Source: an optimization exercise on an open RTL-to-GDS flow (aim: small area). Production flows keep margins and buffers that such runs may drop. In this exercise RTL edits were held to simulation tests only and were not proved equivalent to the original. No driver is modelled on the clock port, so clocking that relies on it looks cheaper here than on a real chip. No activity file was given, so power comes from the tool's default toggle rates.

==> inputs of 02-17 <==
==> flow/design.v <==
`timescale 1ns / 1ps
module fnd_controller (
    input clk,
    input reset,
    input wrap,
    input [10:0] number,
    output reg [7:0] seg,
    output reg [3:0] an
);
    reg [6:0] hi;
    reg [2:0] sel;
    wire hi_wrap = (hi == 7'd99);
    always @(posedge clk or posedge reset) begin
        if (reset) begin
            hi  <= 0;
            sel <= 0;
        end else if (wrap) begin
            hi <= hi_wrap ? 7'd0 : hi + 1'b1;
            if (hi_wrap) sel <= sel + 1'b1;
        end
    end
    reg [3:0] digit;
    always @(*) begin
        case (sel[1:0])
            2'd0: digit = number[3:0];
            2'd1: digit = number[7:4];
            2'd2: digit = {1'b0, number[10:8]};
            default: digit = 4'd0;
        endcase
        case (sel[1:0])
            2'd0: an = 4'b1110;
            2'd1: an = 4'b1101;
            2'd2: an = 4'b1011;
            default: an = 4'b0111;
        endcase
        if (sel[2]) seg = 8'hff;
        else begin
            case (digit)
                4'h0: seg = 8'hc0;
                4'h1: seg = 8'hf9;
                4'h2: seg = 8'ha4;
                4'h3: seg = 8'hb0;
                4'h4: seg = 8'h99;
                4'h5: seg = 8'h92;
                4'h6: seg = 8'h82;
                4'h7: seg = 8'hf8;
                4'h8: seg = 8'h80;
                4'h9: seg = 8'h90;
                default: seg = 8'hff;
            endcase
        end
    end
endmodule
`timescale 1ns / 1ps
module ultrasonic_sensor (
    input             clk,
    input             reset,
    input             tick,
    input             start_trigger,
    output            trigger,
    input             echo,
    output reg [10:0] distance,
    output            echo_done
);
    localparam IDLE   = 3'b000,
               IDLE_D = 3'b001,    
               TRIG1  = 3'b100,
               TRIG   = 3'b110,
               WAITE1 = 3'b111,
               WAITE  = 3'b011,
               MEAS   = 3'b010,
               DONE   = 3'b101;
    reg [2:0] state;
    reg [5:0] pre;
    reg [3:0] d1, d10;
    reg [2:0] d100;
    assign trigger   = (state == TRIG) | (state == WAITE1);
    assign echo_done = (state == IDLE_D);
    wire trig_end = (pre == 6'd14) & (d1 == 4'd7) & d10[0];   
    wire clr = (state == IDLE) | (state == IDLE_D) | (state == WAITE) | (state == WAITE1);
    wire inc = (state == TRIG1) | (state == TRIG) | ((state == MEAS) & tick);
    wire pre_wrap = (pre == 6'd57);
    wire d1_wrap = (d1 == 4'd9);
    wire d10_wrap = (d10 == 4'd9);
    reg [2:0] next_state;
    always @(*) begin
        case (state)
            IDLE, IDLE_D: next_state = start_trigger ? TRIG1 : IDLE;
            TRIG1:        next_state = TRIG;
            TRIG:         next_state = trig_end ? WAITE1 : TRIG;
            WAITE1:       next_state = echo ? MEAS : WAITE;
            WAITE:        next_state = echo ? MEAS : WAITE;
            MEAS:         next_state = echo ? MEAS : DONE;
            default:      next_state = IDLE_D;    
        endcase
    end
    always @(posedge clk or posedge reset) begin
        if (reset) state <= IDLE;
        else       state <= next_state;
    end
    always @(posedge clk) begin
        if (clr) begin
            pre  <= 0;
            d1   <= 0;
            d10  <= 0;
            d100 <= 0;
        end else if (inc) begin
            if (pre_wrap) begin
                pre <= 0;
                if (d1_wrap) begin
                    d1 <= 0;
                    if (d10_wrap) begin
                        d10  <= 0;
                        d100 <= d100 + 1'b1;
                    end else begin
                        d10 <= d10 + 1'b1;
                    end
                end else begin
                    d1 <= d1 + 1'b1;
                end
            end else begin
                pre <= pre + 1'b1;
            end
        end
    end
    always @(posedge clk or posedge reset) begin
        if (reset) distance <= 0;
        else if (state == DONE) distance <= {d100, d10, d1};
    end
endmodule
module tick_gen (
    input  clk,
    input  reset,
    output tick,
    output wrap
);
    reg [6:0] s;
    assign wrap = (s == 7'b1100011);
    assign tick = (s == 7'b1000111);
    always @(posedge clk or posedge reset) begin
        if (reset) s <= 7'b1000111;
        else       s <= {s[5:0], s[6] ^ s[0] ^ wrap};
    end
endmodule
`timescale 1ns / 1ps
module baud_tick_gen (
    input  clk,
    input  reset,
    output baud_tick
);
    reg [9:0] s;
    assign baud_tick = (s == 10'b0110011111);
    always @(posedge clk or posedge reset) begin
        if (reset) s <= 10'b0110011111;
        else       s <= {s[8:0], s[9] ^ s[2] ^ baud_tick};
    end
endmodule
module uart_rx (
    input  clk,
    input  reset,
    input  tick,
    input  rx,
    output rx_trigger
);
    reg [7:0] t;
    reg match;
    wire idle   = ~t[7] & ~t[5] & t[4] & t[3];
    wire sample = tick & t[7] & (t[3:0] == 4'hf);
    assign rx_trigger = idle & ~t[0] & match;
    always @(posedge clk or posedge reset) begin
        if (reset) begin
            t <= 8'd25;
        end else if (idle) begin
            t <= {1'b0, ~rx, ~rx, 2'b11, 2'b00, rx};    
        end else if (tick) begin
            t <= t + 1'b1;
        end
    end
    always @(posedge clk) begin
        if (sample)
            match <= ((t[6:4] == 3'd0) | match) & ((t[6:4] == 3'd5) | (rx == ~t[4]));
    end
endmodule
module uart_distance_sender (
    input             clk,
    input             reset,
    input      [10:0] distance,
    input             distance_valid,
    input             rd,            
    output reg [10:0] msg_dist,
    output reg [4:0]  q,
    output            empty
);
    wire n3 = (msg_dist[10:8] != 3'd0);
    wire n1 = ~n3 & (msg_dist[7:4] == 4'd0);
    wire none = (q == 5'd15);
    assign empty = none | (q[4] & ~(q[1] & q[0]));
    wire start = distance_valid & none;
    wire adv = (q[4] & ~(q[1] & q[0])) | (rd & ~empty);
    always @(posedge clk or posedge reset) begin
        if (reset) begin
            q <= 5'd15;
        end else if (start) begin
            q <= 5'd29;
        end else if (adv) begin
            if (q == 5'd9) q <= n3 ? 5'd10 : (n1 ? 5'd12 : 5'd11);
            else q <= q + 1'b1;
        end
    end
    always @(posedge clk) begin
        if (start) msg_dist <= distance;
    end
endmodule
module uart_tx (
    input        clk,
    input        reset,
    input        tick,
    input        start_trigger,
    input  [4:0] slot,           
    input [10:0] msg_dist,
    output reg   o_tx,
    output       o_take
);
    reg [7:0] t;
    wire idle  = ~t[7] & ~t[6] & t[4];
    assign o_take = idle & start_trigger;
    wire start = ~t[7] & t[6];
    reg [7:0] ch;
    always @(*) begin
        case (slot[4] ? 4'd15 : slot[3:0])
            4'd0:  ch = "d";
            4'd1:  ch = "i";
            4'd2:  ch = "s";
            4'd3:  ch = "t";
            4'd4:  ch = "a";
            4'd5:  ch = "n";
            4'd6:  ch = "c";
            4'd7:  ch = "e";
            4'd8:  ch = ":";
            4'd9:  ch = " ";
            4'd10: ch = {5'b00110, msg_dist[10:8]};
            4'd11: ch = {4'b0011, msg_dist[7:4]};
            4'd12: ch = {4'b0011, msg_dist[3:0]};
            4'd13: ch = "c";
            4'd14: ch = "m";
            default: ch = "\n";
        endcase
    end
    always @(posedge clk or posedge reset) begin
        if (reset) begin
            t         <= 8'd16;
            o_tx <= 1'b1;
        end else begin
            if (idle) begin
                o_tx <= 1'b1;
                if (start_trigger) t <= 8'd112;
            end else begin
                if (start) begin
                    o_tx <= 1'b0;
                end else if (t[7]) begin
                    o_tx <= ch[t[6:4]];
                end else begin
                    o_tx <= 1'b1;
                end
                if (tick) t <= t + 1'b1;
            end
        end
    end
endmodule
`timescale 1ns / 1ps
module top_module (
    input clk,
    input reset,
    input rx,
    output trigger,
    input echo,
    output tx,
    output [7:0] seg,
    output [3:0] an
);
    wire baud_tick;
    wire us_tick;
    wire us_wrap;
    wire rx_trigger;
    wire echo_done;
    wire [10:0] distance;    
    wire [10:0] msg_dist;
    wire fifo_empty;
    wire [4:0] rptr;
    wire tx_take;
    baud_tick_gen TICK_GEN (
        .clk(clk), .reset(reset), .baud_tick(baud_tick)
    );
    uart_rx UART_RX (
        .clk(clk), .reset(reset), .tick(baud_tick), .rx(rx),
        .rx_trigger(rx_trigger)
    );
    tick_gen TICK_1US (
        .clk(clk), .reset(reset), .tick(us_tick), .wrap(us_wrap)
    );
    ultrasonic_sensor U_ultrasonic_sensor (
        .clk(clk), .reset(reset), .tick(us_tick),
        .start_trigger(rx_trigger), .trigger(trigger), .echo(echo),
        .distance(distance), .echo_done(echo_done)
    );
    fnd_controller U_fnd_controller (
        .clk(clk), .reset(reset), .wrap(us_wrap), .number(distance),
        .seg(seg), .an(an)
    );
    uart_distance_sender U_MSG (
        .clk(clk), .reset(reset), .distance(distance),
        .distance_valid(echo_done), .rd(tx_take),
        .msg_dist(msg_dist), .q(rptr), .empty(fifo_empty)
    );
    uart_tx UART_TX (
        .clk(clk), .reset(reset), .tick(baud_tick),
        .start_trigger(~fifo_empty), .slot(rptr), .msg_dist(msg_dist),
        .o_tx(tx), .o_take(tx_take)
    );
endmodule
==> flow/flow/run.sh <==
#!/bin/bash
# Layout flow: the standard ORFS flow (standard.sh) with three changes
# that only affect how the layout is built:
#  - synthesis maps the combinational logic with an area-oriented ABC
#    script (flow/abc_area.script); registers are mapped exactly as in the
#    standard synthesis, before ABC runs
#  - ports are buffered with the smallest buffer cell
#  - the clock tree is built by flow/clock_tree.tcl: the clock port drives
#    four clkbuf_16, each feeding the registers of one placement cluster
# Each tool's full output is in the ORFS logs under orfs/logs and in
# flow_make.log.
set -euo pipefail
cp -r "$FLOW_HOME/scripts" "$PWD/scripts"
cp flow/abc_area.script scripts/abc_speed.script
bash standard.sh SCRIPTS_DIR="$PWD/scripts" \
  "BUFFER_PORTS_ARGS=-buffer_cell sky130_fd_sc_hd__buf_1" \
  "CTS_ARGS=-repair_clock_nets -dont_use_dummy_load" \
  PRE_CTS_TCL="$PWD/flow/clock_tree.tcl" \
  finish > flow_make.log 2>&1
==> flow/flow/abc_area.script <==
&get -n
&st
&deepsyn -T 30
&dch -f
&nf -R 1000
&put
==> flow/flow/clock_tree.tcl <==
# Clock tree: the clock port drives four clkbuf_16 directly, each feeding
# the clock sinks of one cluster (k-means on the placed sink positions).
set nb 4
set cell sky130_fd_sc_hd__buf_12
set block [ord::get_db_block]
set clk_net [$block findNet clk]
set master [[ord::get_db] findMaster $cell]
set pts {}
foreach it [$clk_net getITerms] {
  set b [[$it getInst] getBBox]
  lappend pts [list $it [expr {([$b xMin] + [$b xMax]) / 2}] [expr {([$b yMin] + [$b yMax]) / 2}]]
}
# k-means on sink positions
set n [llength $pts]
set cent {}
set sorted [lsort -real -index 1 $pts]
for {set k 0} {$k < $nb} {incr k} {
  set p [lindex $sorted [expr {int(($k + 0.5) * $n / $nb)}]]
  lappend cent [list [lindex $p 1] [lindex $p 2]]
}
for {set iter 0} {$iter < 50} {incr iter} {
  set asg {}
  foreach p $pts {
    set best 0; set bd 1e30
    for {set k 0} {$k < $nb} {incr k} {
      set c [lindex $cent $k]
      set d [expr {abs([lindex $p 1] - [lindex $c 0]) + abs([lindex $p 2] - [lindex $c 1])}]
      if {$d < $bd} {set bd $d; set best $k}
    }
    lappend asg $best
  }
  set newc {}
  for {set k 0} {$k < $nb} {incr k} {
    set sx 0; set sy 0; set m 0
    foreach p $pts a $asg { if {$a == $k} { set sx [expr {$sx + [lindex $p 1]}]; set sy [expr {$sy + [lindex $p 2]}]; incr m } }
    if {$m > 0} { lappend newc [list [expr {$sx / $m}] [expr {$sy / $m}]] } else { lappend newc [lindex $cent $k] }
  }
  set cent $newc
}
for {set k 0} {$k < $nb} {incr k} {
  set buf [odb::dbInst_create $block $master clkbuf_leaf_$k]
  set leaf [odb::dbNet_create $block clknet_leaf_$k]
  $leaf setSigType CLOCK
  set m 0
  foreach p $pts a $asg {
    if {$a == $k} { set it [lindex $p 0]; $it disconnect; $it connect $leaf; incr m }
  }
  [$buf findITerm A] connect $clk_net
  [$buf findITerm X] connect $leaf
  set c [lindex $cent $k]
  $buf setLocation [expr {int([lindex $c 0])}] [expr {int([lindex $c 1])}]
  $buf setPlacementStatus PLACED
  puts "clkbuf_leaf_$k drives $m sinks"
  lappend skip clknet_leaf_$k
}
detailed_placement
set_cts_config -skip_nets [concat clk $skip]
==> flow/standard.sh <==
#!/bin/bash
# synth_recipe.tcl (not shown) runs the flow's synth.tcl, then flattens the netlist and writes it again
# the make line also repeats each setting of config.mk as NAME=value (left out here)
make -C /OpenROAD-flow-scripts/flow DESIGN_CONFIG=/design/flow/config.mk WORK_HOME=/design/flow/orfs CLKGATE_MAP_FILE= SYNTH_SCRIPT=/design/flow/synth_recipe.tcl "${@:-finish}"
==> flow/config.mk <==
export PLATFORM = sky130hd
export DESIGN_NAME = top_module
export DESIGN_NICKNAME = top_module
export VERILOG_FILES = /design/flow/design.v
export SDC_FILE = /design/flow/constraint.sdc
export NUM_CORES = 4
export LEC_CHECK = 0
export CAP_MARGIN = 0
export CORE_MARGIN = 2
export CORE_UTILIZATION = 75
export GPL_TIMING_DRIVEN = 0
export SLEW_MARGIN = 0
==> flow/constraint.sdc <==
create_clock -name core_clock -period 15.0 [get_ports {clk}]
set_input_delay 3.0000 -clock core_clock [delete_from_list [all_inputs] [get_ports {clk}]]
set_output_delay 3.0000 -clock core_clock [all_outputs]
set_load 0.01 [all_outputs]
==> inputs of 08-26, as changes to 02-17 <==
==> flow/run.sh (new file) <==
#!/bin/bash
# synth_recipe.tcl (not shown) runs the flow's synth.tcl, then flattens the netlist and writes it again
# the make line also repeats each setting of config.mk as NAME=value (left out here)
make -C /OpenROAD-flow-scripts/flow DESIGN_CONFIG=/design/flow/config.mk WORK_HOME=/design/flow/orfs CLKGATE_MAP_FILE= SYNTH_SCRIPT=/design/flow/synth_recipe.tcl finish
Settings changed: CAP_MARGIN 0 to 20, SLEW_MARGIN 0 to 20.
removed: flow/flow/run.sh
removed: flow/flow/abc_area.script
removed: flow/flow/clock_tree.tcl
removed: flow/standard.sh
==> inputs of 02-19, as changes to 02-17 <==
--- a/flow/flow/run.sh
+++ b/flow/flow/run.sh
@@ -8,3 +8,3 @@
 #  - the clock tree is built by flow/clock_tree.tcl: the clock port drives
-#    four clkbuf_16, each feeding the registers of one placement cluster
+#    four buf_12, each feeding the registers of one placement cluster
 # Each tool's full output is in the ORFS logs under orfs/logs and in
@@ -18,2 +18,3 @@
   PRE_CTS_TCL="$PWD/flow/clock_tree.tcl" \
+  SYNTH_INSBUF=0 \
   finish > flow_make.log 2>&1
--- a/flow/flow/clock_tree.tcl
+++ b/flow/flow/clock_tree.tcl
@@ -1,2 +1,2 @@
-# Clock tree: the clock port drives four clkbuf_16 directly, each feeding
+# Clock tree: the clock port drives four buf_12 directly, each feeding
 # the clock sinks of one cluster (k-means on the placed sink positions).
Settings changed: CAP_MARGIN 0 to 20, SLEW_MARGIN 0 to 20.
==> notes <==
Against 02-19, the maximum frequency of 08-26 is lower by about 15%. Against 08-26, the cell area of 02-17 is lower by 16%. 02-17 produced a clean layout. 08-26 completed with no timing, DRC or antenna violations. 02-19 ran to the end with no violations. Between 08-26 and 02-19, the lower final cell count is in 02-19 (gap about 19%, measured against 02-19). The lowest die area belongs to 02-19, the highest to 08-26. Via count, highest first: 08-26, 02-19, 02-17. Against 08-26, the critical path depth of 02-17 is higher by 2. Clock power: 02-17 is lower than 08-26 (about 35%). Clock skew, lowest first: 02-17, 08-26, 02-19. Against 08-26, the first-iteration DRC count of 02-17 is lower by 63%. Synthesized cell count, lowest first: 02-19, 02-17, 08-26.

==> afterwards: timing with drivers on the ports <==
No port has a modelled driver above. Below, the same layouts with a new extraction and two added sets of constraints. Step 1 assumes that a clkbuf_16 drives the clock port and a buf_2 every other input. Step 2 also shifts input and output timing later by t, the mid clock arrival at the registers, as if the neighbouring blocks saw the same clock. Slacks: ideal / step 1 / step 2; pairs: ideal / step 1.
run	t, ns	setup slack, ns	worst register clock-pin slew, ns	worst slew at a driven data input, ns	pins driven straight from the clock port
02-17	0.206	9.631 / 9.547 / 9.753	0.09 / 0.09	0.03	4
08-26	0.381	8.650 / 8.618 / 8.999	0.10 / 0.10	0.04	1
02-19	0.204	9.618 / 9.536 / 9.739	0.10 / 0.10	0.03	4
After both steps every run listed still meets setup and hold.
